Source: an optimization exercise on an open RTL-to-GDS flow (aim: small area, a short achievable clock period and few clock cycles). Production flows keep margins and buffers that such runs may drop. In this exercise RTL edits were held to simulation tests only and were not proved equivalent to the original. Power is estimated from default activity; no workload was simulated.

// JAM
module JAM (
input CLK,
input RST,
output reg [2:0] W,
output reg [2:0] J,
input [6:0] Cost,
output [3:0] MatchCount,
output [9:0] MinCost,
output reg Valid );
clock: 4.0 ns
lec_check: 0
cap_margin: 20
core_margin: 2
core_utilization: 60
slew_margin: 20
run.sh (not shown) runs the stock make flow with config.mk's settings and CLKGATE_MAP_FILE= SYNTH_SCRIPT=/design/flow/synth_recipe.tcl, a recipe that flattens the netlist after the stock synthesis.
The baseline ran to the end with no violations.
Testbench counts at the start, summed over its fixed seeds: cycles 6,345.
==> next run, changes <==
- CORE_UTILIZATION: 60 -> 40
Effect:
- final cell count rose by roughly a tenth
- clock-buffer cell count went down by 4
- hold slack improved by 0.016 ns
- non-clock buffer count came out higher by 14
- final area rose by a few percent
- power goes up by a few percent
- core utilization came out lower by 21 points

the previous run:
JAM, a different RTL version from the one above (not shown whole).
Size in the first run: ~2,300 cells after synthesis.
Design JAM, start of the top module:
module JAM (
input CLK,
input RST,
output reg [2:0] W,
output reg [2:0] J,
input [6:0] Cost,
output [3:0] MatchCount,
output [9:0] MinCost,
output reg Valid );
==> flow/config.mk <==
export PLATFORM = sky130hd
export DESIGN_NAME = JAM
export DESIGN_NICKNAME = JAM
export VERILOG_FILES = /design/flow/design.v
export SDC_FILE = /design/flow/constraint.sdc
export NUM_CORES = 4
export LEC_CHECK = 0
export CAP_MARGIN = 20
export CORE_MARGIN = 2
export CORE_UTILIZATION = 65
export SLEW_MARGIN = 20
==> flow/constraint.sdc <==
create_clock -name core_clock -period 4.0 [get_ports {CLK}]
set_input_delay 0.8000 -clock core_clock [delete_from_list [all_inputs] [get_ports {CLK}]]
set_output_delay 0.8000 -clock core_clock [all_outputs]
set_load 0.01 [all_outputs]
Per the final summary, the previous run finished and its layout is clean on timing, DRC and antenna.
Testbench counts of the previous run, summed over its fixed seeds: cycles 6,321.
Input changes introduced in the current run (baseline for comparison: the previous run):
Settings: CORE_UTILIZATION now 40, was 65.
## What came out
The switching power summed over all nets reported for the current run is greater than that of the previous run by about 6.4%.
Taking the previous run as the reference point, the clock power of the current run rises by 14%.
Core util | the current run vs the previous run | the current run lower
On total power, the higher figure sits with the current run, not the previous run.
The current run against the previous run: sequential share of layout area dropped 0.99 points; layout buffer count excluding clock buffers increased 10; global-route wire length before repair up 4.8%.
Of the current run and the previous run, the run reporting the lower detail-routed via count per cell was the current run.
Measured against the previous run, the wire length of the current run comes out at 1.06 times the reference value.
Compared with the previous run, in the current run global-route met1 utilization -21 points, top fanout value on the critical path higher.

== red ==
Another version of the RTL of JAM (not shown whole).
For scale: about 360 flip-flops, about 0.024 mm² of cells after synthesis.
Settings: LEC_CHECK=0, CAP_MARGIN=20, CORE_MARGIN=2, CORE_UTILIZATION=40, SLEW_MARGIN=20; clock period 4.0 ns.
Testbench counts of red, summed over its fixed seeds: cycles 6,257.
Modified inputs, blue compared to red
Settings: an added SETUP_SLACK_MARGIN of 0.8.
## What came out
Comparing blue against red, there is no change at all in floorplan die width.
~same worst hold margin in blue and red
A main power-consuming group of the clock network is what blue shows, while sequential cells belongs to red.
Cmp blue vs red: final worst-path cycle share lower in blue
Compared with red, blue is hungrier on power.
Final design instance area without fill: blue higher than red
On achievable frequency, blue does better than red.
Between blue and red, proportion of total power due to net switching is lower for red, blue comes in above that.
Note that the power spent charging and discharging nets recorded for blue amounts to 1.07 times the value seen in red.

JAM, a different RTL version from the one above (not shown whole).
Size in the first run: ~2,500 cells after synthesis, roughly 410 flip-flops, ~30 I/O pins, about 25,000 µm² of cells after synthesis.
// JAM
module JAM (
input CLK,
input RST,
output reg [2:0] W,
output reg [2:0] J,
input [6:0] Cost,
output [3:0] MatchCount,
output [9:0] MinCost,
output reg Valid );
localparam K_INIT  = 2'd0,
           K_U     = 2'd1,
           K_RELAX = 2'd2,
           K_TIGHT = 2'd3;
integer q;
function lt9(input [8:0] a, input [8:0] b);
	integer n, m;
	reg t;
	begin
		lt9 = 1'b0;
		for (n = 0; n < 9; n = n + 1) begin
			t = ~a[n] & b[n];
			for (m = n + 1; m < 9; m = m + 1) t = t & ~(a[m] ^ b[m]);
			lt9 = lt9 | t;
		end
	end
endfunction
function [8:0] add9(input [8:0] a, input [8:0] b);
	reg [8:0] g, p, gg, pp, g2, p2;
	integer n, d;
	begin
		g = a & b; p = a ^ b;
		gg = g; pp = p;
		for (d = 1; d < 9; d = d * 2) begin
			g2 = gg; p2 = pp;
			for (n = d; n < 9; n = n + 1) begin
				g2[n] = gg[n] | (pp[n] & gg[n - d]);
				p2[n] = pp[n] & pp[n - d];
			end
			gg = g2; pp = p2;
		end
		add9 = p ^ {gg[7:0], 1'b0};
	end
endfunction
function [8:0] add9c(input [8:0] a, input [8:0] b, input ci);
	reg [8:0] g, p, gg, pp, g2, p2;
	integer n, d;
	begin
		g = a & b; p = a ^ b;
		gg = g; gg[0] = g[0] | (p[0] & ci);
		pp = p;
		for (d = 1; d < 9; d = d * 2) begin
			g2 = gg; p2 = pp;
			for (n = d; n < 9; n = n + 1) begin
				g2[n] = gg[n] | (pp[n] & gg[n - d]);
				p2[n] = pp[n] & pp[n - d];
			end
			gg = g2; pp = p2;
		end
  ...
export LEC_CHECK = 0
export CAP_MARGIN = 20
export CORE_MARGIN = 2
export CORE_UTILIZATION = 40
export SLEW_MARGIN = 20
create_clock -name core_clock -period 4.0 [get_ports {CLK}]
The first run produced a clean layout.
Testbench counts at the start, summed over its fixed seeds: cycles 6,321.
==> next run, changes <==
Settings changed: CORE_UTILIZATION 40 to 65.
=>
- clock power is lower by 19%
- design area is lower by 2.6%
- non-clock buffer count is higher by 10
- setup slack got worse by 35 ps
- maximum frequency is lower by 0.91%
- power is lower by 8.2%
- worst hold slack barely changes
- core utilization is higher by 27 points
- die area is lower by 38%

Another version of the RTL of JAM (not shown whole).
Size in the first run: about 420 flip-flops, about 30 I/O pins, ~24000 um2 of cells after synthesis.
clock: 4.0 ns
lec_check: 0
cap_margin: 20
core_margin: 2
core_utilization: 65
slew_margin: 20
Testbench counts at the start, summed over its fixed seeds: cycles 6,345.
Change:
- CORE_UTILIZATION: 65 -> 40
Power goes up by 2.8%.
Core utilization goes down by 27 points.
Sequential share of layout area goes down by 0.98 points.
Non-clock buffer count goes up by 18.

re-timing with driven ports:
The results above use ideal ports. As a check the final layouts listed here were re-extracted and re-timed, cells and wires unchanged. Step 1, drivers: a clkbuf_16 drives CLK and a buf_2 each remaining input, both assumed. Step 2 times the ports against the registers' clock, not the clock port: input delays grow and output delays shrink by t, the midpoint of the rising clock arrivals with the driver on. a / b / c = ideal / step 1 / step 2; a / b = the first two.
| run | t (ns) | slack for setup (ns) | worst setup path at the end | latest minus earliest clock arrival (ns) | worst register clock-pin slew, ns |
|---|---|---|---|---|---|
| the first run of note 1 | 0.653 | 0.321 / 0.321 / 0.321 | register to register | 0.017 / 0.017 | 0.07 / 0.07 |
| the second run of note 1 | 0.673 | 0.588 / 0.588 / 0.588 | register to register | 0.024 / 0.023 | 0.07 / 0.07 |
| the previous run | 0.635 | 0.490 / 0.490 / -0.075 | input to register | 0.017 / 0.017 | 0.07 / 0.07 |
| the current run | 0.660 | 0.261 / 0.201 / 0.111 | input to register | 0.033 / 0.034 | 0.07 / 0.07 |
| red | 0.631 | 0.103 / 0.086 / 0.103 | register to register | 0.023 / 0.024 | 0.06 / 0.06 |
| blue | 0.657 | 0.197 / 0.197 / 0.197 | register to register | 0.030 / 0.031 | 0.07 / 0.07 |
| the first run of note 4 | 0.666 | 0.229 / 0.229 / -0.134 | input to register | 0.047 / 0.047 | 0.07 / 0.07 |
| the second run of note 4 | 0.641 | 0.194 / 0.194 / -0.293 | input to register | 0.021 / 0.021 | 0.07 / 0.07 |
| the first run of note 5 | 0.649 | 0.225 / 0.261 / -0.388 | input to register | 0.027 / 0.026 | 0.07 / 0.07 |
| the second run of note 5 | 0.663 | 0.310 / 0.248 / -0.272 | input to register | 0.026 / 0.027 | 0.07 / 0.07 |
With both steps, setup timing fails in 5 of these runs, where it was met with ideal ports. For the first run of note 5, which loses most, drivers alone change the setup slack by +0.036 ns; drivers and shift together by -0.613 ns.
